Background: an optimization exercise with open tools, aiming at small area. Do not read the settings as production practice.
The RTL was checked by simulation tests, not by an equivalence proof against the original design.

===== design/flow/design.v =====
module processing_element(activation, weight, out, clk, rst);
parameter NON_ZERO_WEIGHTS = 108,
          SPECIAL_CASE = 0,
          FRACTIONAL_BITS = 8,
          BIT_SIZE = 16;
output reg signed [BIT_SIZE-1:0] out;
input [BIT_SIZE-1:0] activation, weight;
input clk, rst;
reg [23:0] s_n;        
reg [15:0] d1, d2, d3, d4;   
reg [6:0] cnt;       
reg valid;           
wire load = (cnt == 0);
wire [23:0] nxt;
wire one1;
wire two2;
wire neg3;
wire x4;
wire x5;
wire x6;
wire x7;
wire x8;
wire x9;
wire x10;
wire x11;
wire x12;
wire x13;
wire x14;
wire x15;
wire x16;
wire x17;
wire x18;
wire x19;
wire pp20;
wire pp21;
wire pp22;
wire pp23;
wire pp24;
wire pp25;
wire pp26;
wire pp27;
wire pp28;
wire pp29;
wire pp30;
wire pp31;
wire pp32;
wire pp33;
wire pp34;
wire pp35;
wire pp36;
wire one37;
wire two38;
wire neg39;
wire x40;
wire x41;
wire x42;
wire x43;
wire x44;
wire x45;
wire x46;
wire x47;
wire x48;
wire x49;
wire x50;
wire x51;
wire x52;
wire x53;
wire x54;
wire x55;
wire pp56;
wire pp57;
wire pp58;
wire pp59;
wire pp60;
wire pp61;
wire pp62;
wire pp63;
wire pp64;
wire pp65;
wire pp66;
wire pp67;
wire pp68;
wire pp69;
wire pp70;
wire pp71;
wire pp72;
wire one73;
wire two74;
wire neg75;
wire x76;
wire x77;
wire x78;
wire x79;
wire x80;
wire x81;
wire x82;
wire x83;
wire x84;
wire x85;
wire x86;
wire x87;
wire x88;
wire x89;
wire x90;
wire x91;
wire pp92;
wire pp93;
wire pp94;
wire pp95;
wire pp96;
wire pp97;
wire pp98;
wire pp99;
wire pp100;
wire pp101;
wire pp102;
wire pp103;
wire pp104;
wire pp105;
wire pp106;
wire pp107;
wire pp108;
wire one109;
wire two110;
wire neg111;
wire x112;
wire x113;
wire x114;
wire x115;
wire x116;
wire x117;
wire x118;
wire x119;
wire x120;
wire x121;
wire x122;
wire x123;
wire x124;
wire x125;
wire x126;
wire x127;
wire pp128;
wire pp129;
wire pp130;
wire pp131;
wire pp132;
wire pp133;
wire pp134;
wire pp135;
wire pp136;
wire pp137;
wire pp138;
wire pp139;
wire pp140;
wire pp141;
wire pp142;
wire pp143;
wire pp144;
wire one145;
wire two146;
wire neg147;
wire x148;
wire x149;
wire x150;
wire x151;
wire x152;
wire x153;
wire x154;
wire x155;
wire x156;
wire x157;
wire x158;
wire x159;
wire x160;
wire x161;
wire x162;
wire x163;
wire pp164;
wire pp165;
wire pp166;
wire pp167;
wire pp168;
wire pp169;
wire pp170;
wire pp171;
wire pp172;
wire pp173;
wire pp174;
wire pp175;
wire pp176;
wire pp177;
wire pp178;
wire pp179;
wire one180;
wire two181;
wire neg182;
wire x183;
wire x184;
wire x185;
wire x186;
wire x187;
wire x188;
wire x189;
wire x190;
wire x191;
wire x192;
wire x193;
wire x194;
wire x195;
wire x196;
wire pp197;
wire pp198;
wire pp199;
wire pp200;
wire pp201;
wire pp202;
wire pp203;
wire pp204;
wire pp205;
wire pp206;
wire pp207;
wire pp208;
wire pp209;
wire pp210;
wire one211;
wire two212;
wire neg213;
wire x214;
wire x215;
wire x216;
wire x217;
wire x218;
wire x219;
wire x220;
wire x221;
wire x222;
wire x223;
wire x224;
wire x225;
wire pp226;
wire pp227;
wire pp228;
wire pp229;
wire pp230;
wire pp231;
wire pp232;
wire pp233;
wire pp234;
wire pp235;
wire pp236;
wire pp237;
wire one238;
wire two239;
wire neg240;
wire x241;
wire x242;
wire x243;
wire x244;
wire x245;
wire x246;
wire x247;
wire x248;
wire x249;
wire x250;
wire pp251;
wire pp252;
wire pp253;
wire pp254;
wire pp255;
wire pp256;
wire pp257;
wire pp258;
wire pp259;
wire pp260;
wire ac261;
wire ac262;
wire ac263;
wire ac264;
wire ac265;
wire ac266;
wire ac267;
wire ac268;
wire ac269;
wire ac270;
wire ac271;
wire ac272;
wire ac273;
wire ac274;
wire ac275;
wire ac276;
wire ac277;
wire ac278;
wire ac279;
wire ac280;
wire ac281;
wire ac282;
wire ac283;
wire ac284;
wire hs285;
wire hc286;
wire hs287;
wire hc288;
wire fs289;
wire fc290;
wire hs291;
wire hc292;
wire hs293;
wire hc294;
wire hs295;
wire hc296;
wire fs297;
wire fc298;
wire hs299;
wire hc300;
wire fs301;
wire fc302;
wire hs303;
wire hc304;
wire fs305;
wire fc306;
wire fs307;
wire fc308;
wire hs309;
wire hc310;
wire fs311;
wire fc312;
wire fs313;
wire fc314;
wire hs315;
wire hc316;
wire fs317;
wire fc318;
wire fs319;
wire fc320;
wire fs321;
wire fc322;
wire fs323;
wire fc324;
wire fs325;
wire fc326;
wire fs327;
wire fc328;
wire fs329;
wire fc330;
wire fs331;
wire fc332;
wire fs333;
wire fc334;
wire fs335;
wire fc336;
wire fs337;
wire fc338;
wire fs339;
wire fc340;
wire fs341;
wire fc342;
wire fs343;
wire fc344;
wire fs345;
wire fc346;
wire fs347;
wire fc348;
wire fs349;
wire fc350;
wire hs351;
wire hc352;
wire fs353;
wire fc354;
wire fs355;
wire fc356;
wire fs357;
wire fc358;
wire hs359;
wire hc360;
wire fs361;
wire fc362;
wire hs363;
wire hs364;
wire hc365;
wire hs366;
wire hc367;
wire fs368;
wire fc369;
wire hs370;
wire hc371;
wire fs372;
wire fc373;
wire hs374;
wire hc375;
wire fs376;
wire fc377;
wire fs378;
wire fc379;
wire fs380;
wire fc381;
wire fs382;
wire fc383;
wire fs384;
wire fc385;
wire fs386;
wire fc387;
wire fs388;
wire fc389;
wire fs390;
wire fc391;
wire fs392;
wire fc393;
wire fs394;
wire fc395;
wire fs396;
wire fc397;
wire fs398;
wire fc399;
wire fs400;
wire fc401;
wire fs402;
wire fc403;
wire fs404;
wire fc405;
wire fs406;
wire fc407;
wire fs408;
wire fc409;
wire fs410;
wire fc411;
wire fs412;
wire fc413;
wire fs414;
wire fc415;
wire fs416;
wire fc417;
wire fs418;
wire fc419;
wire fs420;
wire fc421;
wire fs422;
wire fc423;
wire fs424;
wire fc425;
wire fs426;
wire fc427;
wire fs428;
wire fc429;
wire fs430;
wire fc431;
wire fs432;
wire fc433;
wire fs434;
wire fc435;
wire fs436;
wire fs437;
wire hs438;
wire hc439;
wire hs440;
wire hc441;
wire fs442;
wire fc443;
wire fs444;
wire fc445;
wire fs446;
wire fc447;
wire fs448;
wire fc449;
wire fs450;
wire fc451;
wire fs452;
wire fc453;
wire fs454;
wire fc455;
wire fs456;
wire fc457;
wire fs458;
wire fc459;
wire fs460;
wire fc461;
wire fs462;
wire fc463;
wire fs464;
wire fc465;
wire fs466;
wire fc467;
wire fs468;
wire fc469;
wire fs470;
wire fc471;
wire fs472;
wire fc473;
wire fs474;
wire fc475;
wire fs476;
wire fc477;
wire fs478;
wire fc479;
wire fs480;
wire hs481;
wire hc482;
wire hs483;
wire hc484;
wire fs485;
wire fc486;
wire fs487;
wire fc488;
wire fs489;
wire fc490;
wire fs491;
wire fc492;
wire fs493;
wire fc494;
wire fs495;
wire fc496;
wire fs497;
wire fc498;
wire fs499;
wire fc500;
wire fs501;
wire fc502;
wire fs503;
wire fc504;
wire fs505;
wire fc506;
wire fs507;
wire fc508;
wire fs509;
wire fc510;
wire fs511;
wire fc512;
wire fs513;
wire fc514;
wire fs515;
wire fc516;
wire fs517;
wire fc518;
wire fs519;
wire fc520;
wire fs521;
wire fc522;
wire fs523;
wire fc524;
wire fs525;
wire fc526;
wire fs527;
wire g528;
wire p529;
wire g530;
wire p531;
wire g532;
wire p533;
wire g534;
wire p535;
wire g536;
wire p537;
wire g538;
wire p539;
wire g540;
wire p541;
wire g542;
wire p543;
wire g544;
wire p545;
wire g546;
wire p547;
wire g548;
wire p549;
wire g550;
wire p551;
wire g552;
wire p553;
wire g554;
wire p555;
wire g556;
wire p557;
wire g558;
wire p559;
wire g560;
wire p561;
wire g562;
wire p563;
wire g564;
wire p565;
wire g566;
wire p567;
wire g568;
wire p569;
wire g570;
wire p571;
wire g572;
wire p573;
wire g574;
wire p575;
wire G576;
wire P577;
wire G578;
wire P579;
wire G580;
wire P581;
wire G582;
wire P583;
wire G584;
wire P585;
wire G586;
wire P587;
wire G588;
wire P589;
wire G590;
wire P591;
wire G592;
wire P593;
wire G594;
wire P595;
wire G596;
wire P597;
wire G598;
wire P599;
wire G600;
wire P601;
wire G602;
wire P603;
wire G604;
wire P605;
wire G606;
wire P607;
wire G608;
wire P609;
wire G610;
wire P611;
wire G612;
wire P613;
wire G614;
wire P615;
wire G616;
wire P617;
wire G618;
wire P619;
wire G620;
wire P621;
wire G622;
wire P623;
wire G624;
wire P625;
wire G626;
wire P627;
wire G628;
wire P629;
wire G630;
wire P631;
wire G632;
wire P633;
wire G634;
wire P635;
wire G636;
wire P637;
wire G638;
wire P639;
wire G640;
wire P641;
wire G642;
wire P643;
wire G644;
wire P645;
wire G646;
wire P647;
wire G648;
wire P649;
wire G650;
wire P651;
wire G652;
wire P653;
wire G654;
wire P655;
wire G656;
wire P657;
wire G658;
wire P659;
wire G660;
wire P661;
wire G662;
wire P663;
wire G664;
wire P665;
wire G666;
wire P667;
wire G668;
wire P669;
wire G670;
wire P671;
wire G672;
wire P673;
wire G674;
wire P675;
wire G676;
wire P677;
wire G678;
wire P679;
assign one1 = weight[0] ^ 1'b0;
assign two2 = (weight[1] & ~weight[0] & ~1'b0) | (~weight[1] & weight[0] & 1'b0);
assign neg3 = weight[1] & ~(weight[0] & 1'b0);
assign x4 = activation[0] ^ neg3;
assign x5 = activation[1] ^ neg3;
assign x6 = activation[2] ^ neg3;
assign x7 = activation[3] ^ neg3;
assign x8 = activation[4] ^ neg3;
assign x9 = activation[5] ^ neg3;
assign x10 = activation[6] ^ neg3;
assign x11 = activation[7] ^ neg3;
assign x12 = activation[8] ^ neg3;
assign x13 = activation[9] ^ neg3;
assign x14 = activation[10] ^ neg3;
assign x15 = activation[11] ^ neg3;
assign x16 = activation[12] ^ neg3;
assign x17 = activation[13] ^ neg3;
assign x18 = activation[14] ^ neg3;
assign x19 = activation[15] ^ neg3;
assign pp20 = ((one1 & x4) | (two2 & neg3));
pe_a22o u_sel1 (.a(one1), .b(x5), .c(two2), .d(x4), .y(pp21));
pe_a22o u_sel2 (.a(one1), .b(x6), .c(two2), .d(x5), .y(pp22));
pe_a22o u_sel3 (.a(one1), .b(x7), .c(two2), .d(x6), .y(pp23));
pe_a22o u_sel4 (.a(one1), .b(x8), .c(two2), .d(x7), .y(pp24));
pe_a22o u_sel5 (.a(one1), .b(x9), .c(two2), .d(x8), .y(pp25));
pe_a22o u_sel6 (.a(one1), .b(x10), .c(two2), .d(x9), .y(pp26));
pe_a22o u_sel7 (.a(one1), .b(x11), .c(two2), .d(x10), .y(pp27));
pe_a22o u_sel8 (.a(one1), .b(x12), .c(two2), .d(x11), .y(pp28));
pe_a22o u_sel9 (.a(one1), .b(x13), .c(two2), .d(x12), .y(pp29));
pe_a22o u_sel10 (.a(one1), .b(x14), .c(two2), .d(x13), .y(pp30));
pe_a22o u_sel11 (.a(one1), .b(x15), .c(two2), .d(x14), .y(pp31));
pe_a22o u_sel12 (.a(one1), .b(x16), .c(two2), .d(x15), .y(pp32));
pe_a22o u_sel13 (.a(one1), .b(x17), .c(two2), .d(x16), .y(pp33));
pe_a22o u_sel14 (.a(one1), .b(x18), .c(two2), .d(x17), .y(pp34));
pe_a22o u_sel15 (.a(one1), .b(x19), .c(two2), .d(x18), .y(pp35));
pe_a22oi u_sel16 (.a(one1), .b(x19), .c(two2), .d(x19), .y(pp36));
assign one37 = weight[2] ^ weight[1];
assign two38 = (weight[3] & ~weight[2] & ~weight[1]) | (~weight[3] & weight[2] & weight[1]);
assign neg39 = weight[3] & ~(weight[2] & weight[1]);
assign x40 = activation[0] ^ neg39;
assign x41 = activation[1] ^ neg39;
assign x42 = activation[2] ^ neg39;
assign x43 = activation[3] ^ neg39;
assign x44 = activation[4] ^ neg39;
assign x45 = activation[5] ^ neg39;
assign x46 = activation[6] ^ neg39;
assign x47 = activation[7] ^ neg39;
assign x48 = activation[8] ^ neg39;
assign x49 = activation[9] ^ neg39;
assign x50 = activation[10] ^ neg39;
assign x51 = activation[11] ^ neg39;
assign x52 = activation[12] ^ neg39;
assign x53 = activation[13] ^ neg39;
assign x54 = activation[14] ^ neg39;
assign x55 = activation[15] ^ neg39;
assign pp56 = ((one37 & x40) | (two38 & neg39));
pe_a22o u_sel17 (.a(one37), .b(x41), .c(two38), .d(x40), .y(pp57));
pe_a22o u_sel18 (.a(one37), .b(x42), .c(two38), .d(x41), .y(pp58));
pe_a22o u_sel19 (.a(one37), .b(x43), .c(two38), .d(x42), .y(pp59));
pe_a22o u_sel20 (.a(one37), .b(x44), .c(two38), .d(x43), .y(pp60));
pe_a22o u_sel21 (.a(one37), .b(x45), .c(two38), .d(x44), .y(pp61));
pe_a22o u_sel22 (.a(one37), .b(x46), .c(two38), .d(x45), .y(pp62));
pe_a22o u_sel23 (.a(one37), .b(x47), .c(two38), .d(x46), .y(pp63));
pe_a22o u_sel24 (.a(one37), .b(x48), .c(two38), .d(x47), .y(pp64));
pe_a22o u_sel25 (.a(one37), .b(x49), .c(two38), .d(x48), .y(pp65));
pe_a22o u_sel26 (.a(one37), .b(x50), .c(two38), .d(x49), .y(pp66));
pe_a22o u_sel27 (.a(one37), .b(x51), .c(two38), .d(x50), .y(pp67));
pe_a22o u_sel28 (.a(one37), .b(x52), .c(two38), .d(x51), .y(pp68));
pe_a22o u_sel29 (.a(one37), .b(x53), .c(two38), .d(x52), .y(pp69));
pe_a22o u_sel30 (.a(one37), .b(x54), .c(two38), .d(x53), .y(pp70));
pe_a22o u_sel31 (.a(one37), .b(x55), .c(two38), .d(x54), .y(pp71));
pe_a22oi u_sel32 (.a(one37), .b(x55), .c(two38), .d(x55), .y(pp72));
assign one73 = weight[4] ^ weight[3];
assign two74 = (weight[5] & ~weight[4] & ~weight[3]) | (~weight[5] & weight[4] & weight[3]);
assign neg75 = weight[5] & ~(weight[4] & weight[3]);
assign x76 = activation[0] ^ neg75;
assign x77 = activation[1] ^ neg75;
assign x78 = activation[2] ^ neg75;
assign x79 = activation[3] ^ neg75;
assign x80 = activation[4] ^ neg75;
assign x81 = activation[5] ^ neg75;
assign x82 = activation[6] ^ neg75;
assign x83 = activation[7] ^ neg75;
assign x84 = activation[8] ^ neg75;
assign x85 = activation[9] ^ neg75;
assign x86 = activation[10] ^ neg75;
assign x87 = activation[11] ^ neg75;
assign x88 = activation[12] ^ neg75;
assign x89 = activation[13] ^ neg75;
assign x90 = activation[14] ^ neg75;
assign x91 = activation[15] ^ neg75;
assign pp92 = ((one73 & x76) | (two74 & neg75));
pe_a22o u_sel33 (.a(one73), .b(x77), .c(two74), .d(x76), .y(pp93));
pe_a22o u_sel34 (.a(one73), .b(x78), .c(two74), .d(x77), .y(pp94));
pe_a22o u_sel35 (.a(one73), .b(x79), .c(two74), .d(x78), .y(pp95));
pe_a22o u_sel36 (.a(one73), .b(x80), .c(two74), .d(x79), .y(pp96));
pe_a22o u_sel37 (.a(one73), .b(x81), .c(two74), .d(x80), .y(pp97));
pe_a22o u_sel38 (.a(one73), .b(x82), .c(two74), .d(x81), .y(pp98));
pe_a22o u_sel39 (.a(one73), .b(x83), .c(two74), .d(x82), .y(pp99));
pe_a22o u_sel40 (.a(one73), .b(x84), .c(two74), .d(x83), .y(pp100));
pe_a22o u_sel41 (.a(one73), .b(x85), .c(two74), .d(x84), .y(pp101));
pe_a22o u_sel42 (.a(one73), .b(x86), .c(two74), .d(x85), .y(pp102));
pe_a22o u_sel43 (.a(one73), .b(x87), .c(two74), .d(x86), .y(pp103));
pe_a22o u_sel44 (.a(one73), .b(x88), .c(two74), .d(x87), .y(pp104));
pe_a22o u_sel45 (.a(one73), .b(x89), .c(two74), .d(x88), .y(pp105));
pe_a22o u_sel46 (.a(one73), .b(x90), .c(two74), .d(x89), .y(pp106));
pe_a22o u_sel47 (.a(one73), .b(x91), .c(two74), .d(x90), .y(pp107));
pe_a22oi u_sel48 (.a(one73), .b(x91), .c(two74), .d(x91), .y(pp108));
assign one109 = weight[6] ^ weight[5];
assign two110 = (weight[7] & ~weight[6] & ~weight[5]) | (~weight[7] & weight[6] & weight[5]);
assign neg111 = weight[7] & ~(weight[6] & weight[5]);
assign x112 = activation[0] ^ neg111;
assign x113 = activation[1] ^ neg111;
assign x114 = activation[2] ^ neg111;
assign x115 = activation[3] ^ neg111;
assign x116 = activation[4] ^ neg111;
assign x117 = activation[5] ^ neg111;
assign x118 = activation[6] ^ neg111;
assign x119 = activation[7] ^ neg111;
assign x120 = activation[8] ^ neg111;
assign x121 = activation[9] ^ neg111;
assign x122 = activation[10] ^ neg111;
assign x123 = activation[11] ^ neg111;
assign x124 = activation[12] ^ neg111;
assign x125 = activation[13] ^ neg111;
assign x126 = activation[14] ^ neg111;
assign x127 = activation[15] ^ neg111;
assign pp128 = ((one109 & x112) | (two110 & neg111));
pe_a22o u_sel49 (.a(one109), .b(x113), .c(two110), .d(x112), .y(pp129));
pe_a22o u_sel50 (.a(one109), .b(x114), .c(two110), .d(x113), .y(pp130));
pe_a22o u_sel51 (.a(one109), .b(x115), .c(two110), .d(x114), .y(pp131));
pe_a22o u_sel52 (.a(one109), .b(x116), .c(two110), .d(x115), .y(pp132));
pe_a22o u_sel53 (.a(one109), .b(x117), .c(two110), .d(x116), .y(pp133));
pe_a22o u_sel54 (.a(one109), .b(x118), .c(two110), .d(x117), .y(pp134));
pe_a22o u_sel55 (.a(one109), .b(x119), .c(two110), .d(x118), .y(pp135));
pe_a22o u_sel56 (.a(one109), .b(x120), .c(two110), .d(x119), .y(pp136));
pe_a22o u_sel57 (.a(one109), .b(x121), .c(two110), .d(x120), .y(pp137));
pe_a22o u_sel58 (.a(one109), .b(x122), .c(two110), .d(x121), .y(pp138));
pe_a22o u_sel59 (.a(one109), .b(x123), .c(two110), .d(x122), .y(pp139));
pe_a22o u_sel60 (.a(one109), .b(x124), .c(two110), .d(x123), .y(pp140));
pe_a22o u_sel61 (.a(one109), .b(x125), .c(two110), .d(x124), .y(pp141));
pe_a22o u_sel62 (.a(one109), .b(x126), .c(two110), .d(x125), .y(pp142));
pe_a22o u_sel63 (.a(one109), .b(x127), .c(two110), .d(x126), .y(pp143));
pe_a22oi u_sel64 (.a(one109), .b(x127), .c(two110), .d(x127), .y(pp144));
assign one145 = weight[8] ^ weight[7];
assign two146 = (weight[9] & ~weight[8] & ~weight[7]) | (~weight[9] & weight[8] & weight[7]);
assign neg147 = weight[9] & ~(weight[8] & weight[7]);
assign x148 = activation[0] ^ neg147;
assign x149 = activation[1] ^ neg147;
assign x150 = activation[2] ^ neg147;
assign x151 = activation[3] ^ neg147;
assign x152 = activation[4] ^ neg147;
assign x153 = activation[5] ^ neg147;
assign x154 = activation[6] ^ neg147;
assign x155 = activation[7] ^ neg147;
assign x156 = activation[8] ^ neg147;
assign x157 = activation[9] ^ neg147;
assign x158 = activation[10] ^ neg147;
assign x159 = activation[11] ^ neg147;
assign x160 = activation[12] ^ neg147;
assign x161 = activation[13] ^ neg147;
assign x162 = activation[14] ^ neg147;
assign x163 = activation[15] ^ neg147;
assign pp164 = ((one145 & x148) | (two146 & neg147));
pe_a22o u_sel65 (.a(one145), .b(x149), .c(two146), .d(x148), .y(pp165));
pe_a22o u_sel66 (.a(one145), .b(x150), .c(two146), .d(x149), .y(pp166));
pe_a22o u_sel67 (.a(one145), .b(x151), .c(two146), .d(x150), .y(pp167));
pe_a22o u_sel68 (.a(one145), .b(x152), .c(two146), .d(x151), .y(pp168));
pe_a22o u_sel69 (.a(one145), .b(x153), .c(two146), .d(x152), .y(pp169));
pe_a22o u_sel70 (.a(one145), .b(x154), .c(two146), .d(x153), .y(pp170));
pe_a22o u_sel71 (.a(one145), .b(x155), .c(two146), .d(x154), .y(pp171));
pe_a22o u_sel72 (.a(one145), .b(x156), .c(two146), .d(x155), .y(pp172));
pe_a22o u_sel73 (.a(one145), .b(x157), .c(two146), .d(x156), .y(pp173));
pe_a22o u_sel74 (.a(one145), .b(x158), .c(two146), .d(x157), .y(pp174));
pe_a22o u_sel75 (.a(one145), .b(x159), .c(two146), .d(x158), .y(pp175));
pe_a22o u_sel76 (.a(one145), .b(x160), .c(two146), .d(x159), .y(pp176));
pe_a22o u_sel77 (.a(one145), .b(x161), .c(two146), .d(x160), .y(pp177));
pe_a22o u_sel78 (.a(one145), .b(x162), .c(two146), .d(x161), .y(pp178));
pe_a22o u_sel79 (.a(one145), .b(x163), .c(two146), .d(x162), .y(pp179));
assign one180 = weight[10] ^ weight[9];
assign two181 = (weight[11] & ~weight[10] & ~weight[9]) | (~weight[11] & weight[10] & weight[9]);
assign neg182 = weight[11] & ~(weight[10] & weight[9]);
assign x183 = activation[0] ^ neg182;
assign x184 = activation[1] ^ neg182;
assign x185 = activation[2] ^ neg182;
assign x186 = activation[3] ^ neg182;
assign x187 = activation[4] ^ neg182;
assign x188 = activation[5] ^ neg182;
assign x189 = activation[6] ^ neg182;
assign x190 = activation[7] ^ neg182;
assign x191 = activation[8] ^ neg182;
assign x192 = activation[9] ^ neg182;
assign x193 = activation[10] ^ neg182;
assign x194 = activation[11] ^ neg182;
assign x195 = activation[12] ^ neg182;
assign x196 = activation[13] ^ neg182;
assign pp197 = ((one180 & x183) | (two181 & neg182));
pe_a22o u_sel80 (.a(one180), .b(x184), .c(two181), .d(x183), .y(pp198));
pe_a22o u_sel81 (.a(one180), .b(x185), .c(two181), .d(x184), .y(pp199));
pe_a22o u_sel82 (.a(one180), .b(x186), .c(two181), .d(x185), .y(pp200));
pe_a22o u_sel83 (.a(one180), .b(x187), .c(two181), .d(x186), .y(pp201));
pe_a22o u_sel84 (.a(one180), .b(x188), .c(two181), .d(x187), .y(pp202));
pe_a22o u_sel85 (.a(one180), .b(x189), .c(two181), .d(x188), .y(pp203));
pe_a22o u_sel86 (.a(one180), .b(x190), .c(two181), .d(x189), .y(pp204));
pe_a22o u_sel87 (.a(one180), .b(x191), .c(two181), .d(x190), .y(pp205));
pe_a22o u_sel88 (.a(one180), .b(x192), .c(two181), .d(x191), .y(pp206));
pe_a22o u_sel89 (.a(one180), .b(x193), .c(two181), .d(x192), .y(pp207));
pe_a22o u_sel90 (.a(one180), .b(x194), .c(two181), .d(x193), .y(pp208));
pe_a22o u_sel91 (.a(one180), .b(x195), .c(two181), .d(x194), .y(pp209));
pe_a22o u_sel92 (.a(one180), .b(x196), .c(two181), .d(x195), .y(pp210));
assign one211 = weight[12] ^ weight[11];
assign two212 = (weight[13] & ~weight[12] & ~weight[11]) | (~weight[13] & weight[12] & weight[11]);
assign neg213 = weight[13] & ~(weight[12] & weight[11]);
assign x214 = activation[0] ^ neg213;
assign x215 = activation[1] ^ neg213;
assign x216 = activation[2] ^ neg213;
assign x217 = activation[3] ^ neg213;
assign x218 = activation[4] ^ neg213;
assign x219 = activation[5] ^ neg213;
assign x220 = activation[6] ^ neg213;
assign x221 = activation[7] ^ neg213;
assign x222 = activation[8] ^ neg213;
assign x223 = activation[9] ^ neg213;
assign x224 = activation[10] ^ neg213;
assign x225 = activation[11] ^ neg213;
assign pp226 = ((one211 & x214) | (two212 & neg213));
pe_a22o u_sel93 (.a(one211), .b(x215), .c(two212), .d(x214), .y(pp227));
pe_a22o u_sel94 (.a(one211), .b(x216), .c(two212), .d(x215), .y(pp228));
pe_a22o u_sel95 (.a(one211), .b(x217), .c(two212), .d(x216), .y(pp229));
pe_a22o u_sel96 (.a(one211), .b(x218), .c(two212), .d(x217), .y(pp230));
pe_a22o u_sel97 (.a(one211), .b(x219), .c(two212), .d(x218), .y(pp231));
pe_a22o u_sel98 (.a(one211), .b(x220), .c(two212), .d(x219), .y(pp232));
pe_a22o u_sel99 (.a(one211), .b(x221), .c(two212), .d(x220), .y(pp233));
pe_a22o u_sel100 (.a(one211), .b(x222), .c(two212), .d(x221), .y(pp234));
pe_a22o u_sel101 (.a(one211), .b(x223), .c(two212), .d(x222), .y(pp235));
pe_a22o u_sel102 (.a(one211), .b(x224), .c(two212), .d(x223), .y(pp236));
pe_a22o u_sel103 (.a(one211), .b(x225), .c(two212), .d(x224), .y(pp237));
assign one238 = weight[14] ^ weight[13];
assign two239 = (weight[15] & ~weight[14] & ~weight[13]) | (~weight[15] & weight[14] & weight[13]);
assign neg240 = weight[15] & ~(weight[14] & weight[13]);
assign x241 = activation[0] ^ neg240;
assign x242 = activation[1] ^ neg240;
assign x243 = activation[2] ^ neg240;
assign x244 = activation[3] ^ neg240;
assign x245 = activation[4] ^ neg240;
assign x246 = activation[5] ^ neg240;
assign x247 = activation[6] ^ neg240;
assign x248 = activation[7] ^ neg240;
assign x249 = activation[8] ^ neg240;
assign x250 = activation[9] ^ neg240;
assign pp251 = ((one238 & x241) | (two239 & neg240));
pe_a22o u_sel104 (.a(one238), .b(x242), .c(two239), .d(x241), .y(pp252));
pe_a22o u_sel105 (.a(one238), .b(x243), .c(two239), .d(x242), .y(pp253));
pe_a22o u_sel106 (.a(one238), .b(x244), .c(two239), .d(x243), .y(pp254));
pe_a22o u_sel107 (.a(one238), .b(x245), .c(two239), .d(x244), .y(pp255));
pe_a22o u_sel108 (.a(one238), .b(x246), .c(two239), .d(x245), .y(pp256));
pe_a22o u_sel109 (.a(one238), .b(x247), .c(two239), .d(x246), .y(pp257));
pe_a22o u_sel110 (.a(one238), .b(x248), .c(two239), .d(x247), .y(pp258));
pe_a22o u_sel111 (.a(one238), .b(x249), .c(two239), .d(x248), .y(pp259));
pe_a22o u_sel112 (.a(one238), .b(x250), .c(two239), .d(x249), .y(pp260));
assign ac261 = ~(s_n[0] | load);
assign ac262 = ~(s_n[1] | load);
assign ac263 = ~(s_n[2] | load);
assign ac264 = ~(s_n[3] | load);
assign ac265 = ~(s_n[4] | load);
assign ac266 = ~(s_n[5] | load);
assign ac267 = ~(s_n[6] | load);
assign ac268 = ~(s_n[7] | load);
assign ac269 = ~(s_n[8] | load);
assign ac270 = ~(s_n[9] | load);
assign ac271 = ~(s_n[10] | load);
assign ac272 = ~(s_n[11] | load);
assign ac273 = ~(s_n[12] | load);
assign ac274 = ~(s_n[13] | load);
assign ac275 = ~(s_n[14] | load);
assign ac276 = ~(s_n[15] | load);
assign ac277 = ~(s_n[16] | load);
assign ac278 = ~(s_n[17] | load);
assign ac279 = ~(s_n[18] | load);
assign ac280 = ~(s_n[19] | load);
assign ac281 = ~(s_n[20] | load);
assign ac282 = ~(s_n[21] | load);
assign ac283 = ~(s_n[22] | load);
assign ac284 = ~(s_n[23] | load);
pe_ha u_ha113 (.a(ac275), .b(neg240), .s(hs285), .co(hc286));
pe_ha u_ha114 (.a(ac276), .b(pp35), .s(hs287), .co(hc288));
pe_fa u_fa115 (.a(1'b1), .b(ac277), .c(pp36), .s(fs289), .co(fc290));
pe_ha u_ha116 (.a(1'b1), .b(ac278), .s(hs291), .co(hc292));
pe_ha u_ha117 (.a(ac269), .b(neg147), .s(hs293), .co(hc294));
pe_ha u_ha118 (.a(ac270), .b(pp29), .s(hs295), .co(hc296));
pe_fa u_fa119 (.a(ac271), .b(neg182), .c(pp30), .s(fs297), .co(fc298));
pe_ha u_ha120 (.a(pp64), .b(pp98), .s(hs299), .co(hc300));
pe_fa u_fa121 (.a(ac272), .b(pp31), .c(pp65), .s(fs301), .co(fc302));
pe_ha u_ha122 (.a(pp99), .b(pp133), .s(hs303), .co(hc304));
pe_fa u_fa123 (.a(ac273), .b(neg213), .c(pp32), .s(fs305), .co(fc306));
pe_fa u_fa124 (.a(pp66), .b(pp100), .c(pp134), .s(fs307), .co(fc308));
pe_ha u_ha125 (.a(pp168), .b(pp199), .s(hs309), .co(hc310));
pe_fa u_fa126 (.a(ac274), .b(pp33), .c(pp67), .s(fs311), .co(fc312));
pe_fa u_fa127 (.a(pp101), .b(pp135), .c(pp169), .s(fs313), .co(fc314));
pe_ha u_ha128 (.a(pp200), .b(pp227), .s(hs315), .co(hc316));
pe_fa u_fa129 (.a(hs285), .b(pp34), .c(pp68), .s(fs317), .co(fc318));
pe_fa u_fa130 (.a(pp102), .b(pp136), .c(pp170), .s(fs319), .co(fc320));
pe_fa u_fa131 (.a(pp201), .b(pp228), .c(pp251), .s(fs321), .co(fc322));
pe_fa u_fa132 (.a(hc286), .b(pp69), .c(pp103), .s(fs323), .co(fc324));
pe_fa u_fa133 (.a(pp137), .b(pp171), .c(pp202), .s(fs325), .co(fc326));
pe_fa u_fa134 (.a(pp229), .b(pp252), .c(hs287), .s(fs327), .co(fc328));
pe_fa u_fa135 (.a(pp70), .b(pp104), .c(pp138), .s(fs329), .co(fc330));
pe_fa u_fa136 (.a(pp172), .b(pp203), .c(pp230), .s(fs331), .co(fc332));
pe_fa u_fa137 (.a(pp253), .b(hc288), .c(fs289), .s(fs333), .co(fc334));
pe_fa u_fa138 (.a(hs291), .b(pp71), .c(pp105), .s(fs335), .co(fc336));
pe_fa u_fa139 (.a(pp139), .b(pp173), .c(pp204), .s(fs337), .co(fc338));
pe_fa u_fa140 (.a(pp231), .b(pp254), .c(fc290), .s(fs339), .co(fc340));
pe_fa u_fa141 (.a(ac279), .b(hc292), .c(pp72), .s(fs341), .co(fc342));
pe_fa u_fa142 (.a(pp106), .b(pp140), .c(pp174), .s(fs343), .co(fc344));
pe_fa u_fa143 (.a(pp205), .b(pp232), .c(pp255), .s(fs345), .co(fc346));
pe_fa u_fa144 (.a(1'b1), .b(ac280), .c(pp107), .s(fs347), .co(fc348));
pe_fa u_fa145 (.a(pp141), .b(pp175), .c(pp206), .s(fs349), .co(fc350));
pe_ha u_ha146 (.a(pp233), .b(pp256), .s(hs351), .co(hc352));
pe_fa u_fa147 (.a(ac281), .b(pp108), .c(pp142), .s(fs353), .co(fc354));
pe_fa u_fa148 (.a(pp176), .b(pp207), .c(pp234), .s(fs355), .co(fc356));
pe_fa u_fa149 (.a(1'b1), .b(ac282), .c(pp143), .s(fs357), .co(fc358));
pe_ha u_ha150 (.a(pp177), .b(pp208), .s(hs359), .co(hc360));
pe_fa u_fa151 (.a(ac283), .b(pp144), .c(pp178), .s(fs361), .co(fc362));
assign hs363 = 1'b1 ^ ac284;
pe_ha u_ha152 (.a(ac265), .b(neg75), .s(hs364), .co(hc365));
pe_ha u_ha153 (.a(ac266), .b(pp25), .s(hs366), .co(hc367));
pe_fa u_fa154 (.a(ac267), .b(neg111), .c(pp26), .s(fs368), .co(fc369));
pe_ha u_ha155 (.a(pp60), .b(pp94), .s(hs370), .co(hc371));
pe_fa u_fa156 (.a(ac268), .b(pp27), .c(pp61), .s(fs372), .co(fc373));
pe_ha u_ha157 (.a(pp95), .b(pp129), .s(hs374), .co(hc375));
pe_fa u_fa158 (.a(hs293), .b(pp28), .c(pp62), .s(fs376), .co(fc377));
pe_fa u_fa159 (.a(pp96), .b(pp130), .c(pp164), .s(fs378), .co(fc379));
pe_fa u_fa160 (.a(hc294), .b(pp63), .c(pp97), .s(fs380), .co(fc381));
pe_fa u_fa161 (.a(pp131), .b(pp165), .c(hs295), .s(fs382), .co(fc383));
pe_fa u_fa162 (.a(pp132), .b(pp166), .c(pp197), .s(fs384), .co(fc385));
pe_fa u_fa163 (.a(hc296), .b(hs299), .c(fs297), .s(fs386), .co(fc387));
pe_fa u_fa164 (.a(pp167), .b(pp198), .c(hc300), .s(fs388), .co(fc389));
pe_fa u_fa165 (.a(hs303), .b(fc298), .c(fs301), .s(fs390), .co(fc391));
pe_fa u_fa166 (.a(pp226), .b(hc304), .c(hs309), .s(fs392), .co(fc393));
pe_fa u_fa167 (.a(fc302), .b(fs305), .c(fs307), .s(fs394), .co(fc395));
pe_fa u_fa168 (.a(hc310), .b(hs315), .c(fc306), .s(fs396), .co(fc397));
pe_fa u_fa169 (.a(fc308), .b(fs311), .c(fs313), .s(fs398), .co(fc399));
pe_fa u_fa170 (.a(hc316), .b(fc312), .c(fc314), .s(fs400), .co(fc401));
pe_fa u_fa171 (.a(fs317), .b(fs319), .c(fs321), .s(fs402), .co(fc403));
pe_fa u_fa172 (.a(fc318), .b(fc320), .c(fc322), .s(fs404), .co(fc405));
pe_fa u_fa173 (.a(fs323), .b(fs325), .c(fs327), .s(fs406), .co(fc407));
pe_fa u_fa174 (.a(fc324), .b(fc326), .c(fs329), .s(fs408), .co(fc409));
pe_fa u_fa175 (.a(fs331), .b(fc328), .c(fs333), .s(fs410), .co(fc411));
pe_fa u_fa176 (.a(fc330), .b(fc332), .c(fs335), .s(fs412), .co(fc413));
pe_fa u_fa177 (.a(fs337), .b(fc334), .c(fs339), .s(fs414), .co(fc415));
pe_fa u_fa178 (.a(fc336), .b(fc338), .c(fs341), .s(fs416), .co(fc417));
pe_fa u_fa179 (.a(fs343), .b(fs345), .c(fc340), .s(fs418), .co(fc419));
pe_fa u_fa180 (.a(hs351), .b(fc342), .c(fc344), .s(fs420), .co(fc421));
pe_fa u_fa181 (.a(fc346), .b(fs347), .c(fs349), .s(fs422), .co(fc423));
pe_fa u_fa182 (.a(pp257), .b(hc352), .c(fc348), .s(fs424), .co(fc425));
pe_fa u_fa183 (.a(fc350), .b(fs353), .c(fs355), .s(fs426), .co(fc427));
pe_fa u_fa184 (.a(pp235), .b(pp258), .c(hs359), .s(fs428), .co(fc429));
pe_fa u_fa185 (.a(fc354), .b(fc356), .c(fs357), .s(fs430), .co(fc431));
pe_fa u_fa186 (.a(pp209), .b(pp236), .c(pp259), .s(fs432), .co(fc433));
pe_fa u_fa187 (.a(hc360), .b(fc358), .c(fs361), .s(fs434), .co(fc435));
assign fs436 = hs363 ^ pp179 ^ pp210;
assign fs437 = pp237 ^ pp260 ^ fc362;
pe_ha u_ha188 (.a(ac263), .b(neg39), .s(hs438), .co(hc439));
pe_ha u_ha189 (.a(ac264), .b(pp23), .s(hs440), .co(hc441));
pe_fa u_fa190 (.a(hs364), .b(pp24), .c(pp58), .s(fs442), .co(fc443));
pe_fa u_fa191 (.a(hc365), .b(pp59), .c(pp93), .s(fs444), .co(fc445));
pe_fa u_fa192 (.a(pp128), .b(hc367), .c(hs370), .s(fs446), .co(fc447));
pe_fa u_fa193 (.a(hc371), .b(hs374), .c(fc369), .s(fs448), .co(fc449));
pe_fa u_fa194 (.a(hc375), .b(fc373), .c(fs376), .s(fs450), .co(fc451));
pe_fa u_fa195 (.a(fc377), .b(fc379), .c(fs380), .s(fs452), .co(fc453));
pe_fa u_fa196 (.a(fc381), .b(fs384), .c(fc383), .s(fs454), .co(fc455));
pe_fa u_fa197 (.a(fc385), .b(fs388), .c(fc387), .s(fs456), .co(fc457));
pe_fa u_fa198 (.a(fc389), .b(fs392), .c(fc391), .s(fs458), .co(fc459));
pe_fa u_fa199 (.a(fc393), .b(fc395), .c(fs396), .s(fs460), .co(fc461));
pe_fa u_fa200 (.a(fc397), .b(fc399), .c(fs400), .s(fs462), .co(fc463));
pe_fa u_fa201 (.a(fc401), .b(fc403), .c(fs404), .s(fs464), .co(fc465));
pe_fa u_fa202 (.a(fc405), .b(fs408), .c(fc407), .s(fs466), .co(fc467));
pe_fa u_fa203 (.a(fc409), .b(fs412), .c(fc411), .s(fs468), .co(fc469));
pe_fa u_fa204 (.a(fc413), .b(fs416), .c(fc415), .s(fs470), .co(fc471));
pe_fa u_fa205 (.a(fc417), .b(fs420), .c(fs422), .s(fs472), .co(fc473));
pe_fa u_fa206 (.a(fc421), .b(fc423), .c(fs424), .s(fs474), .co(fc475));
pe_fa u_fa207 (.a(fs428), .b(fc425), .c(fc427), .s(fs476), .co(fc477));
pe_fa u_fa208 (.a(fs432), .b(fc429), .c(fc431), .s(fs478), .co(fc479));
assign fs480 = fc433 ^ fs436 ^ fc435;
pe_ha u_ha209 (.a(ac261), .b(neg3), .s(hs481), .co(hc482));
pe_ha u_ha210 (.a(ac262), .b(pp21), .s(hs483), .co(hc484));
pe_fa u_fa211 (.a(hs438), .b(pp22), .c(pp56), .s(fs485), .co(fc486));
pe_fa u_fa212 (.a(hc439), .b(pp57), .c(hs440), .s(fs487), .co(fc488));
pe_fa u_fa213 (.a(pp92), .b(hc441), .c(fs442), .s(fs489), .co(fc490));
pe_fa u_fa214 (.a(hs366), .b(fc443), .c(fs444), .s(fs491), .co(fc492));
pe_fa u_fa215 (.a(fc445), .b(fs368), .c(fs446), .s(fs493), .co(fc494));
pe_fa u_fa216 (.a(fs372), .b(fc447), .c(fs448), .s(fs495), .co(fc496));
pe_fa u_fa217 (.a(fs378), .b(fc449), .c(fs450), .s(fs497), .co(fc498));
pe_fa u_fa218 (.a(fs382), .b(fc451), .c(fs452), .s(fs499), .co(fc500));
pe_fa u_fa219 (.a(fc453), .b(fs386), .c(fs454), .s(fs501), .co(fc502));
pe_fa u_fa220 (.a(fs390), .b(fc455), .c(fs456), .s(fs503), .co(fc504));
pe_fa u_fa221 (.a(fs394), .b(fc457), .c(fs458), .s(fs505), .co(fc506));
pe_fa u_fa222 (.a(fs398), .b(fc459), .c(fs460), .s(fs507), .co(fc508));
pe_fa u_fa223 (.a(fs402), .b(fc461), .c(fs462), .s(fs509), .co(fc510));
pe_fa u_fa224 (.a(fs406), .b(fc463), .c(fs464), .s(fs511), .co(fc512));
pe_fa u_fa225 (.a(fc465), .b(fs410), .c(fs466), .s(fs513), .co(fc514));
pe_fa u_fa226 (.a(fs414), .b(fc467), .c(fs468), .s(fs515), .co(fc516));
pe_fa u_fa227 (.a(fs418), .b(fc469), .c(fs470), .s(fs517), .co(fc518));
pe_fa u_fa228 (.a(fc419), .b(fs472), .c(fc471), .s(fs519), .co(fc520));
pe_fa u_fa229 (.a(fs426), .b(fc473), .c(fs474), .s(fs521), .co(fc522));
pe_fa u_fa230 (.a(fs430), .b(fc475), .c(fs476), .s(fs523), .co(fc524));
pe_fa u_fa231 (.a(fs434), .b(fc477), .c(fs478), .s(fs525), .co(fc526));
assign fs527 = fs437 ^ fc479 ^ fs480;
assign g528 = hs481 & pp20;
assign p529 = hs481 ^ pp20;
assign g530 = hc482 & hs483;
assign p531 = hc482 ^ hs483;
assign g532 = hc484 & fs485;
assign p533 = hc484 ^ fs485;
assign g534 = fc486 & fs487;
assign p535 = fc486 ^ fs487;
assign g536 = fc488 & fs489;
assign p537 = fc488 ^ fs489;
assign g538 = fc490 & fs491;
assign p539 = fc490 ^ fs491;
assign g540 = fc492 & fs493;
assign p541 = fc492 ^ fs493;
assign g542 = fc494 & fs495;
assign p543 = fc494 ^ fs495;
assign g544 = fc496 & fs497;
assign p545 = fc496 ^ fs497;
assign g546 = fc498 & fs499;
assign p547 = fc498 ^ fs499;
assign g548 = fc500 & fs501;
assign p549 = fc500 ^ fs501;
assign g550 = fc502 & fs503;
assign p551 = fc502 ^ fs503;
assign g552 = fc504 & fs505;
assign p553 = fc504 ^ fs505;
assign g554 = fc506 & fs507;
assign p555 = fc506 ^ fs507;
assign g556 = fc508 & fs509;
assign p557 = fc508 ^ fs509;
assign g558 = fc510 & fs511;
assign p559 = fc510 ^ fs511;
assign g560 = fc512 & fs513;
assign p561 = fc512 ^ fs513;
assign g562 = fc514 & fs515;
assign p563 = fc514 ^ fs515;
assign g564 = fc516 & fs517;
assign p565 = fc516 ^ fs517;
assign g566 = fc518 & fs519;
assign p567 = fc518 ^ fs519;
assign g568 = fc520 & fs521;
assign p569 = fc520 ^ fs521;
assign g570 = fc522 & fs523;
assign p571 = fc522 ^ fs523;
assign g572 = fc524 & fs525;
assign p573 = fc524 ^ fs525;
assign g574 = fc526 & fs527;
assign p575 = fc526 ^ fs527;
assign G576 = g530 | (p531 & g528);
assign P577 = p531 & p529;
assign G578 = g534 | (p535 & g532);
assign P579 = p535 & p533;
assign G580 = g538 | (p539 & g536);
assign P581 = p539 & p537;
assign G582 = g542 | (p543 & g540);
assign P583 = p543 & p541;
assign G584 = g546 | (p547 & g544);
assign P585 = p547 & p545;
assign G586 = g550 | (p551 & g548);
assign P587 = p551 & p549;
assign G588 = g554 | (p555 & g552);
assign P589 = p555 & p553;
assign G590 = g558 | (p559 & g556);
assign P591 = p559 & p557;
assign G592 = g562 | (p563 & g560);
assign P593 = p563 & p561;
assign G594 = g566 | (p567 & g564);
assign P595 = p567 & p565;
assign G596 = g570 | (p571 & g568);
assign P597 = p571 & p569;
assign G598 = g574 | (p575 & g572);
assign P599 = p575 & p573;
assign G600 = g532 | (p533 & G576);
assign P601 = p533 & P577;
assign G602 = G578 | (P579 & G576);
assign P603 = P579 & P577;
assign G604 = g540 | (p541 & G580);
assign P605 = p541 & P581;
assign G606 = G582 | (P583 & G580);
assign P607 = P583 & P581;
assign G608 = g548 | (p549 & G584);
assign P609 = p549 & P585;
assign G610 = G586 | (P587 & G584);
assign P611 = P587 & P585;
assign G612 = g556 | (p557 & G588);
assign P613 = p557 & P589;
assign G614 = G590 | (P591 & G588);
assign P615 = P591 & P589;
assign G616 = g564 | (p565 & G592);
assign P617 = p565 & P593;
assign G618 = G594 | (P595 & G592);
assign P619 = P595 & P593;
assign G620 = g572 | (p573 & G596);
assign P621 = p573 & P597;
assign G622 = G598 | (P599 & G596);
assign P623 = P599 & P597;
assign G624 = g536 | (p537 & G602);
assign P625 = p537 & P603;
assign G626 = G580 | (P581 & G602);
assign P627 = P581 & P603;
assign G628 = G604 | (P605 & G602);
assign P629 = P605 & P603;
assign G630 = G606 | (P607 & G602);
assign P631 = P607 & P603;
assign G632 = g552 | (p553 & G610);
assign P633 = p553 & P611;
assign G634 = G588 | (P589 & G610);
assign P635 = P589 & P611;
assign G636 = G612 | (P613 & G610);
assign P637 = P613 & P611;
assign G638 = G614 | (P615 & G610);
assign P639 = P615 & P611;
assign G640 = g568 | (p569 & G618);
assign P641 = p569 & P619;
assign G642 = G596 | (P597 & G618);
assign P643 = P597 & P619;
assign G644 = G620 | (P621 & G618);
assign P645 = P621 & P619;
assign G646 = G622 | (P623 & G618);
assign P647 = P623 & P619;
assign G648 = g544 | (p545 & G630);
assign P649 = p545 & P631;
assign G650 = G584 | (P585 & G630);
assign P651 = P585 & P631;
assign G652 = G608 | (P609 & G630);
assign P653 = P609 & P631;
assign G654 = G610 | (P611 & G630);
assign P655 = P611 & P631;
assign G656 = G632 | (P633 & G630);
assign P657 = P633 & P631;
assign G658 = G634 | (P635 & G630);
assign P659 = P635 & P631;
assign G660 = G636 | (P637 & G630);
assign P661 = P637 & P631;
assign G662 = G638 | (P639 & G630);
assign P663 = P639 & P631;
assign G664 = g560 | (p561 & G662);
assign P665 = p561 & P663;
assign G666 = G592 | (P593 & G662);
assign P667 = P593 & P663;
assign G668 = G616 | (P617 & G662);
assign P669 = P617 & P663;
assign G670 = G618 | (P619 & G662);
assign P671 = P619 & P663;
assign G672 = G640 | (P641 & G662);
assign P673 = P641 & P663;
assign G674 = G642 | (P643 & G662);
assign P675 = P643 & P663;
assign G676 = G644 | (P645 & G662);
assign P677 = P645 & P663;
assign G678 = G646 | (P647 & G662);
assign P679 = P647 & P663;
assign nxt[0] = p529;
assign nxt[1] = (p531 ^ g528);
assign nxt[2] = (p533 ^ G576);
assign nxt[3] = (p535 ^ G600);
assign nxt[4] = (p537 ^ G602);
assign nxt[5] = (p539 ^ G624);
assign nxt[6] = (p541 ^ G626);
assign nxt[7] = (p543 ^ G628);
assign nxt[8] = (p545 ^ G630);
assign nxt[9] = (p547 ^ G648);
assign nxt[10] = (p549 ^ G650);
assign nxt[11] = (p551 ^ G652);
assign nxt[12] = (p553 ^ G654);
assign nxt[13] = (p555 ^ G656);
assign nxt[14] = (p557 ^ G658);
assign nxt[15] = (p559 ^ G660);
assign nxt[16] = (p561 ^ G662);
assign nxt[17] = (p563 ^ G664);
assign nxt[18] = (p565 ^ G666);
assign nxt[19] = (p567 ^ G668);
assign nxt[20] = (p569 ^ G670);
assign nxt[21] = (p571 ^ G672);
assign nxt[22] = (p573 ^ G674);
assign nxt[23] = (p575 ^ G676);
always @(posedge clk) begin
  s_n <= ~nxt;
  d1 <= s_n[FRACTIONAL_BITS+15:FRACTIONAL_BITS];
  d2 <= d1;
  d3 <= d2;
  d4 <= d3;
  if (!rst) begin
    cnt <= 0;
    valid <= 1'b0;
    out <= 0;
  end else begin
    cnt <= (cnt == NON_ZERO_WEIGHTS - 1) ? 7'd0 : cnt + 7'd1;
    valid <= valid | (cnt == 4);
    out <= valid ? ~d4 : 16'd0;
  end
end
endmodule
module pe_fa(a, b, c, s, co);
input a, b, c;
output s, co;
assign s = a ^ b ^ c;
assign co = (a & b) | (a & c) | (b & c);
endmodule
module pe_a22o(a, b, c, d, y);
input a, b, c, d;
output y;
assign y = (a & b) | (c & d);
endmodule
module pe_a22oi(a, b, c, d, y);
input a, b, c, d;
output y;
assign y = ~((a & b) | (c & d));
endmodule
module pe_ha(a, b, s, co);
input a, b;
output s, co;
assign s = a ^ b;
assign co = a & b;
endmodule

===== design/flow/config.mk =====
export PLATFORM = sky130hd
export DESIGN_NAME = processing_element
export DESIGN_NICKNAME = processing_element
export VERILOG_FILES = /design/flow/design.v
export SDC_FILE = /design/flow/constraint.sdc
export NUM_CORES = 4
export LEC_CHECK = 0
export CAP_MARGIN = 20
export CORE_MARGIN = 2
export CORE_UTILIZATION = 40
export CTS_BUF_LIST = sky130_fd_sc_hd__clkbuf_16
export CTS_CLUSTER_SIZE = 30
export GPL_TIMING_DRIVEN = 0
export SLEW_MARGIN = 20
export SYNTH_HIERARCHICAL = 1

===== design/flow/flow/run.sh =====
#!/bin/bash
# Standard layout, with ports buffered by a small buffer instead of ORFS's default choice.
set -euo pipefail
export BUFFER_PORTS_ARGS="-buffer_cell sky130_fd_sc_hd__buf_1"
bash standard.sh > standard_flow.log 2>&1

===== design/flow/standard.sh =====
#!/bin/bash
# synth_recipe.tcl (not shown) runs the flow's synth.tcl, then flattens the netlist and writes it again
# the make line also repeats each setting of config.mk as NAME=value (left out here)
make -C /OpenROAD-flow-scripts/flow DESIGN_CONFIG=/design/flow/config.mk WORK_HOME=/design/flow/orfs CLKGATE_MAP_FILE= SYNTH_SCRIPT=/design/flow/synth_recipe.tcl "${@:-finish}"

===== design/flow/constraint.sdc =====
create_clock -name core_clock -period 6.5 [get_ports {clk}]
set_input_delay 1.3000 -clock core_clock [delete_from_list [all_inputs] [get_ports {clk}]]
set_output_delay 1.3000 -clock core_clock [all_outputs]
set_load 0.01 [all_outputs]

==> run notes, run 1 <==
The synthesized netlist occupies a cell area of 8520 um2. The core occupancy in the finished layout is between 40 and 50%. The count of unresolved DRC violations after routing is 0. The critical path is of the primary input to flop type. The count of buffers added on input and output ports is 33. Setup repair after global routing left no endpoint under its margin. The post-DP HPWL came out at 15200 um. The layout has 2041 filler cells.

The count of pins on the block boundary is 50. The area added between synthesis and finish came out at 10.1%. The final cell area excluding filler cells came out at between 9000 and 10000 um2. The first global-routing pass estimated a little under 30000 um of wire. The residual antenna-violating net count after detailed routing is 0. The final number of max-transition violations was 0. Global routing used 16.5% of the available tracks. TritonCTS built the clock tree. The launching element type of the critical path is a primary input. The count of final setup violators came out at 0. The synthesized area divided by synthesized cell count came out at 11.3 um2. The tightest min-delay check is of the flop to flop type. The number of clock sinks came out at around 110. The via-per-instance ratio is roughly 5.1.

The worst-case clock skew came out at 7.80 ps. The floorplan row count is 53. The final number of hold-violating endpoints is 0. The floorplan step set the die width to roughly 150 um.

The run finished with no timing, DRC or antenna violations. The cell that appears most often on the critical path is fa_1. In this run the standard cell core region covers ~21000 um2. The most used flip-flop cell after synthesis is dfxtp_1. At the end of routability-driven placement, the weighted congestion stood at 0.871.

The largest stage delay on the critical path came out at approximately 530 ps. Counting I/O delays and the setup requirement, the final critical path takes between 6000 and 7000 ps. The initial detailed-routing violation count came out at 217.

The routed wire length per instance came out at 16.3 um. The share of the Yosys chip area taken by registers is 26.3%. The fraction of layout cells with a size suffix above 1 came out at 7.78%. The CTS H-tree depth is 3. The post-synthesis cell count is 756. The post-detailed-routing wire length came out at about 18000 um. In this run, placement finished with an instance count of between 1000 and 1500. The signal on the critical path passes through buf_1 -> ha_1 -> nand2b_2 -> buf_2 -> xnor2_1 -> a22o_1 -> fa_1 -> fa_1 -> fa_1 -> fa_1 -> ha_1 -> nand4_1 -> a2111oi_2 -> o21ai_2 -> a211oi_2 -> o21ai_1 -> o2bb2ai_1. The maximum number of pins on one net before global-route repair came out at 19.

The number of global-route vias before repair is 5411. The number of buffers on the longest clock path came out at 2. The number of nets in the layout came out at between 900 and 1000. The clock transition at the registers of the reported paths came out at about 70 ps. The number of synthesized flops with an enable pin is 0. The nature of the critical path endpoint is a flop. The number of buffers added by the clock tree synthesis step came out at 9. The die is 150 um tall.

Across the run, the number of max-cap violations was 0. The clock latency of the later-clocked register in the worst-skew pair is about 330 ps. The largest individual stage delay along the critical path comes from the cell fa_1. The share of the clock period used by the worst path after layout came out at 95.7%. The distinct cell type count of the synthesized netlist is 53. The register bit count reported by yosys came out at 112. The number of antenna violations at the first check in global routing came out at 0. The worst path arrival time came out at about 6400 ps. The antenna diode instance count is 0. The required time of the critical path came out at about 6700 ps. The full die area came out at 22500 um2.

The combined flip-flop and latch cell area is 2240 um2. The pre-antenna-repair detailed-routing pass consisted of 4 iterations. The initial utilization of the core area, before any placement, comes to 40.7%. The top achievable clock speed came out at 161 MHz.

In this run the worst path has a maximum fanout of 10. The total number of vias came out at 5520. The final non-filler cell total came out at 1085. Counting flops with an async set or reset pin after synthesis yields a share of 0%. At the pin with the least slew margin, the transition time is 995 ps. The count of synthesis-stage warnings from yosys came out at 7. Headroom to the max-slew limit came out at between 30% and 40%. In this run the cell area measured after placement is 9030 um2.

The area of the multi-input gates came out at 6090 um2. The root buffer cell chosen for the clock tree is clkbuf_16. Global routing finished with a remaining overflow of 0.
-- cell type report --
type	count	area share, %
buffer	31	1.40
clock buffer	9	2.40
clock inverter	5	0.760
inverter	24	0.960
multi-input combinational	588	65.0
sequential	112	23.9
tap	275	3.67
timing repair buffer	41	1.96
-- per-layer routing --
layer	track usage [%]	vias up	wire, um
met5	0	-	0
met4	3.49	0	170
met3	1.59	11	743
met2	26.0	100	7850
met1	24.6	2679	8930
li1	-	2730	-
-- worst max-delay path: cells and delay by family --
kind / cells / cell delay [ps]
xor gates and xnor gates: 1 / 140
buffers and inverters: 2 / 610
and+or+nand+nor: 2 / 440
AOI/OAI and AO/OA: 6 / 1400
adders and majority gates: 6 / 2520
-- path summary, 6_finish.rpt --
check | start | end | slack [ps] | cells after the start
setup / recovery | weight[3] | s_n[23] | 280 | 17
hold / removal | d1[3] | d2[3] | 320 | 0
setup reg to reg | cnt[0] | s_n[23] | 590 | 19
hold reg to reg | d1[3] | d2[3] | 320 | 0
-- synth_stat cells (all sizes together), types with 7 or more instances --
| cell type | count | area share, % |
|---|---|---|
| a22o | 115 | 12 |
| xnor2 | 114 | 12 |
| dfxtp | 112 | 26 |
| fa | 105 | 25 |
| ha | 50 | 7.3 |
| nor2 | 50 | 2.2 |
| xor2 | 30 | 3.1 |
| clkbuf | 27 | 1.2 |
| inv | 24 | 1.1 |
| nand2b | 16 | 1.2 |
| o21ai | 14 | 0.91 |
| a21oi | 13 | 0.90 |
| nand2 | 11 | 0.57 |
| buf | 9 | 0.50 |
| nand3b | 7 | 0.62 |
-- state kept, by name (all words and copies together) (netlist names) --
signal  cells
s_n        24
d1         16
d2         16
d3         16
d4         16
out        16
cnt         7
valid       1
-- kinds of logic after synthesis --
group | synth area share [%]
DFF | 26.3
xor gates and xnor gates | 14.8
AOI/OAI and AO/OA | 16.9
muxes | 0.132
other | 0.0440
and+or+nand+nor | 7.02
adders and majority gates | 32.0
buffers and inverters | 2.75
-- Yosys stat by module, one instance, submodules excluded --
module              flip-flops and latches  area (um2)  cells inside
pe_a22oi                                 0        12.5             1
pe_fa                                    0        20.0             1
processing_element                     112        5290           525
pe_ha                                    0        12.5             1
pe_a22o                                  0        8.76             1
-- metrics by stage --
| stage | setup TNS, ps | hold slack, ps | worst slack (ps) |
|---|---|---|---|
| final | 0 | 324 | 277 |
| after floorplan | 0 | 310 | 191 |
| after global placement | -4110 | 312 | -624 |
| after detailed placement | -3830 | 312 | -673 |
| after global routing | 0 | 330 | 20.5 |
| after CTS | 0 | 326 | 60.1 |
-- timing repair --
| action | in CTS | in global routing |
|---|---|---|
| setup buffers | 0 | 6 |
| cloned | 0 | 1 |
| gates resized for setup | 2 | 8 |
| hold buffers | 0 | 0 |
| setup endpoints to repair | 7 | 6 |
-- placed cells by master, fill, tap and decap left out, types with 8 or more instances in the layout --
cell       instances
fa_1             105
ha_1              50
a21oi_1           12
buf_4              8
xnor2_1          114
xor2_1            30
dfxtp_1          112
nor2_1            50
nand2_1           10
inv_1             24
buf_1             33
nand2b_1          12
a22o_1           115
clkbuf_16          9
clkbuf_1          21
==> run 2, diff against run 1 <==
==> design/flow/flow/run.sh (replaced) <==
#!/bin/bash
# Standard layout; ports buffered with a small buffer, synthesis buffers removed before placement.
set -euo pipefail
export BUFFER_PORTS_ARGS="-buffer_cell sky130_fd_sc_hd__buf_1"
export REMOVE_ABC_BUFFERS=1
bash standard.sh > standard_flow.log 2>&1
--- a/design/flow/config.mk
+++ b/design/flow/config.mk
@@ -10,4 +10,3 @@
 export CORE_UTILIZATION = 40
-export CTS_BUF_LIST = sky130_fd_sc_hd__clkbuf_16
-export CTS_CLUSTER_SIZE = 30
+export CTS_BUF_LIST = sky130_fd_sc_hd__clkbuf_8
 export GPL_TIMING_DRIVEN = 0
==> run notes, run 2 <==
The main flop type after synthesis is dfxtp_1 (unchanged). The final global-route overflow total was 0 (unchanged). The register bit count reported by yosys is 112 (unchanged). The register name with the most flops was s_n (unchanged). The share of the clock period used by the worst path after layout came out at 94.8% (was 95.7%). The number of antenna violations at the first check in global routing came out at 0 (unchanged). The met2 track demand over resource in global routing came out at 24.4% (was 26.0%). The most area-hungry cell type in the Yosys netlist is dfxtp_1 (unchanged).

The placed cell area is 8940 um2 (was 9030 um2). The main combinational cell family by area after synthesis is adder cells (unchanged). The xor-xnor portion of the synthesized cell area is 14.8% (unchanged).

The worst-case clock skew came to 19.7 ps (was 7.80 ps). The count of pins on the block boundary came out at 50 (unchanged). The CTS tree is built (unchanged). The path class of the lowest-slack min-delay path is flop to flop (unchanged). The met3 track demand over resource in global routing came out at 1.80% (was 1.59%). The actual transition at the worst max-transition pin is 1010 ps (was 995 ps).

RSZ-0062 raised after global routing: no (unchanged). The worst slew margin relative to its limit came out at 32.5% (was 33.6%). The number of buffers added by the clock tree synthesis step came out at 9 (unchanged). The post-synthesis instance area came to 8520 um2 (unchanged). Highest-count cells in the layout ignoring fill and taps: 115 x a22o_1, 114 x xnor2_1, 112 x dfxtp_1, 105 x fa_1 (unchanged). The adder-cell share of the synthesized area came out at 32.0% (unchanged). The final critical delay including setup and external delays is 6160 ps (was 6220 ps). The met1 usage in global routing is 22.3% (was 24.6%). The fraction of the mapped netlist area in compound gates is 16.9% (unchanged). Most used standard cells in the synthesized netlist: 115 x a22o_1, 114 x xnor2_1, 112 x dfxtp_1 (unchanged).

The number of global-route vias before repair is 5396 (was 5411). The most frequent standard cell in the layout excluding fill and tap cells is a22o_1 (unchanged). The total number of vias was 5411 (was 5520). The count of synthesis-stage warnings from yosys is 7 (unchanged). The final cell area excluding filler cells came out at 9150 um2 (was 9380 um2). The post-DP HPWL came to 14200 um (was 15200 um). The post-synthesis cell count came out at 756 (unchanged).

The fraction of layout cells with a size suffix above 1 came out at 6.07% (was 7.78%). The post-CTS setup buffer count was 0 (unchanged). The core area is 21000 um2 (unchanged). The final number of hold-violating endpoints is 0 (unchanged). The busiest metal layer after global routing is met2 (unchanged). The total iterations of the first detailed-routing run is 5 (was 4). The count of unresolved DRC violations after routing came out at 0 (unchanged).

The vertical die dimension was 150 um (unchanged). The core occupancy in the finished layout is 43.7% (was 44.8%). The area added between synthesis and finish came out at 7.41% (was 10.1%). The fraction of the mapped netlist area in simple logic gates came to 7.02% (unchanged). The full die area came to 22500 um2 (unchanged).

Result of the run: complete, no violations (unchanged). The largest fanout of any net on the critical path came to 22 (was 10). The final number of max-transition violations is 0 (unchanged).

The floorplan row count came out at 53 (unchanged). The maximum number of pins on one net before global-route repair is 24 (was 19). The initial cell density of the core came to 40.7% (unchanged). The number of buffers on the longest clock path came out at 2 (unchanged).

The count of max-cap constraint violations came out at 0 (unchanged). The nature of the critical path endpoint is a flop (unchanged). The clock tree root driver cell was clkbuf_8 (was clkbuf_16). The port buffer count is 49 (was 33). The residual antenna-violating net count after detailed routing is 0 (unchanged). The top cell type's share of synthesized area is 26.3% (unchanged). The flip-flop count of the largest register after layout is 24 (unchanged). The number of clock sinks was 112 (unchanged). The clock transition at the registers of the reported paths came out at 110 ps (was 70 ps). The count of final setup violators is 0 (unchanged). The distinct cell type count of the synthesized netlist is 53 (unchanged). The overall track demand over capacity in global routing came out at 15.5% (was 16.5%). The number of synthesized flops with an enable pin is 0 (unchanged).

The cts-stage hold buffer count came out at 0 (unchanged). The most used standard cell by instance count after synthesis is a22o_1 (unchanged). The initial detailed-routing violation count is 218 (was 217). The via-per-instance ratio was 5.08 (was 5.09). The clock latency of the later-clocked register in the worst-skew pair is 370 ps (was 330 ps). The number of nets in the layout came out at 975 (was 996). The post-detailed-routing wire length is 16300 um (was 17700 um). The share of synthesized area occupied by flip-flops and latches is 26.3% (unchanged). The type of the worst setup path is primary input to flop (unchanged). The top achievable clock speed is 162 MHz (was 161 MHz). The post-route worst hold slack came out at 320 ps (was 324 ps). The antenna diode instance count came out at 0 (unchanged). The die width was 150 um (unchanged). The CTS H-tree depth is 3 (unchanged). The required time of the critical path was 6770 ps (was 6720 ps). The worst path arrival time was 6430 ps (was 6440 ps). The routability congestion estimate is 0.813 (was 0.871).

Top post-synthesis cells by area: dfxtp_1 26%, fa_1 25%, a22o_1 12%, xnor2_1 12%, ha_1 7.3% (unchanged). The routed wire length per instance is 15.3 um (was 16.3 um). The launching element type of the critical path is a primary input (unchanged).

The post-route setup TNS came out at 0 ps (unchanged). The share of async-settable or async-resettable flops after synthesis was 0% (unchanged). The mux cell area share after synthesis is 0.132% (unchanged). The synthesized area divided by synthesized cell count is 11.3 um2 (unchanged). The count of cells resized by post-cts repair is 1 (was 2).

The first-pass GRT wire length came out at 27700 um (was 29100 um).
[run 2: final timing paths]
check	from	end	slack (ps)	depth (start not counted)
max reg2reg	cnt[1]	s_n[23]	640	17
max	weight[1]	s_n[23]	340	16
min	d1[2]	d2[2]	320	0
min reg2reg	d1[2]	d2[2]	320	0
[run 2: layout make-up]
cell class / instances / area, um2
multi-input combinational: 587 / 6070
inverter: 24 / 90.1
clock inverter: 6 / 58.8
tap: 275 / 344
clock buffer: 10 / 138
fill: 2035 / 11800
timing repair buffer: 52 / 208
sequential: 112 / 2240
[run 2: cells by family after synthesis]
group / Yosys count
AO/OA/AOI/OAI: 168
adder cells (fa/ha/maj): 155
XOR/XNOR: 144
AND/OR/NAND/NOR: 115
flip-flops: 112
buffers and inverters: 60
other: 1
multiplexers: 1
[run 2: critical path: stages]
cell and delay, ps:
buf_2 430, ha_1 220, nand2b_2 420, xnor2_1 160, a22o_1 260, fa_1 500
fa_1 410, fa_1 550, fa_1 420, ha_1 460, nand4_1 170, a2111oi_2 330
o21ai_2 180, a211oi_2 360, o21ai_1 120, o2bb2ai_1 130
[run 2: metrics by stage]
step           instances  setup WS (ps)
2_1_floorplan        723            413
3_3_place_gp        1047           -971
3_5_place_dp        1050           -422
4_1_cts             1066            163
5_1_grt             1066           7.76
6_report            1066            339
[run 2: per-module statistics from Yosys, one instance, submodules excluded]
module	cell area, um2	times used	flops+latches
pe_a22o	8.76	108	0
pe_ha	12.5	19	0
pe_a22oi	12.5	4	0
processing_element	5290	1	112
pe_fa	20.0	100	0
[run 2: metal layers]
metal	wire (um)	part of all wire, %
met1	8340	51
met3	616	3.8
met4	248	1.5
met2	7100	44
met5	0	0

[static timing again, ports no longer ideal]
The results above use ideal ports. As a check the final layouts listed here were re-extracted and re-timed, cells and wires unchanged. Step 1: set_driving_cell puts a clkbuf_16 on clk and a buf_2 on each other input, an assumption about the parent block. Step 2 also shifts input and output timing later by t, the mid clock arrival at the registers, as if the neighbouring blocks saw the same clock. Slacks: no drivers / after step 1 / after step 2; pairs: no drivers / after step 1.
run | shift t [ns] | slack for setup (ns) | worst setup path after step 2 | clock arrival spread, ns | worst slew at a driven data input, ns
run 1 | 0.370 | 0.277 / 0.295 / -0.075 | input to register | 0.009 / 0.008 | 0.03
run 2 | 0.395 | 0.339 / 0.352 / -0.043 | input to register | 0.020 / 0.020 | 0.04
Met with ideal ports but missed after step 2: setup timing in run 1 and run 2. The setup slack of run 2, which loses most, moves by +0.013 ns with the drivers and by -0.382 ns with both steps.
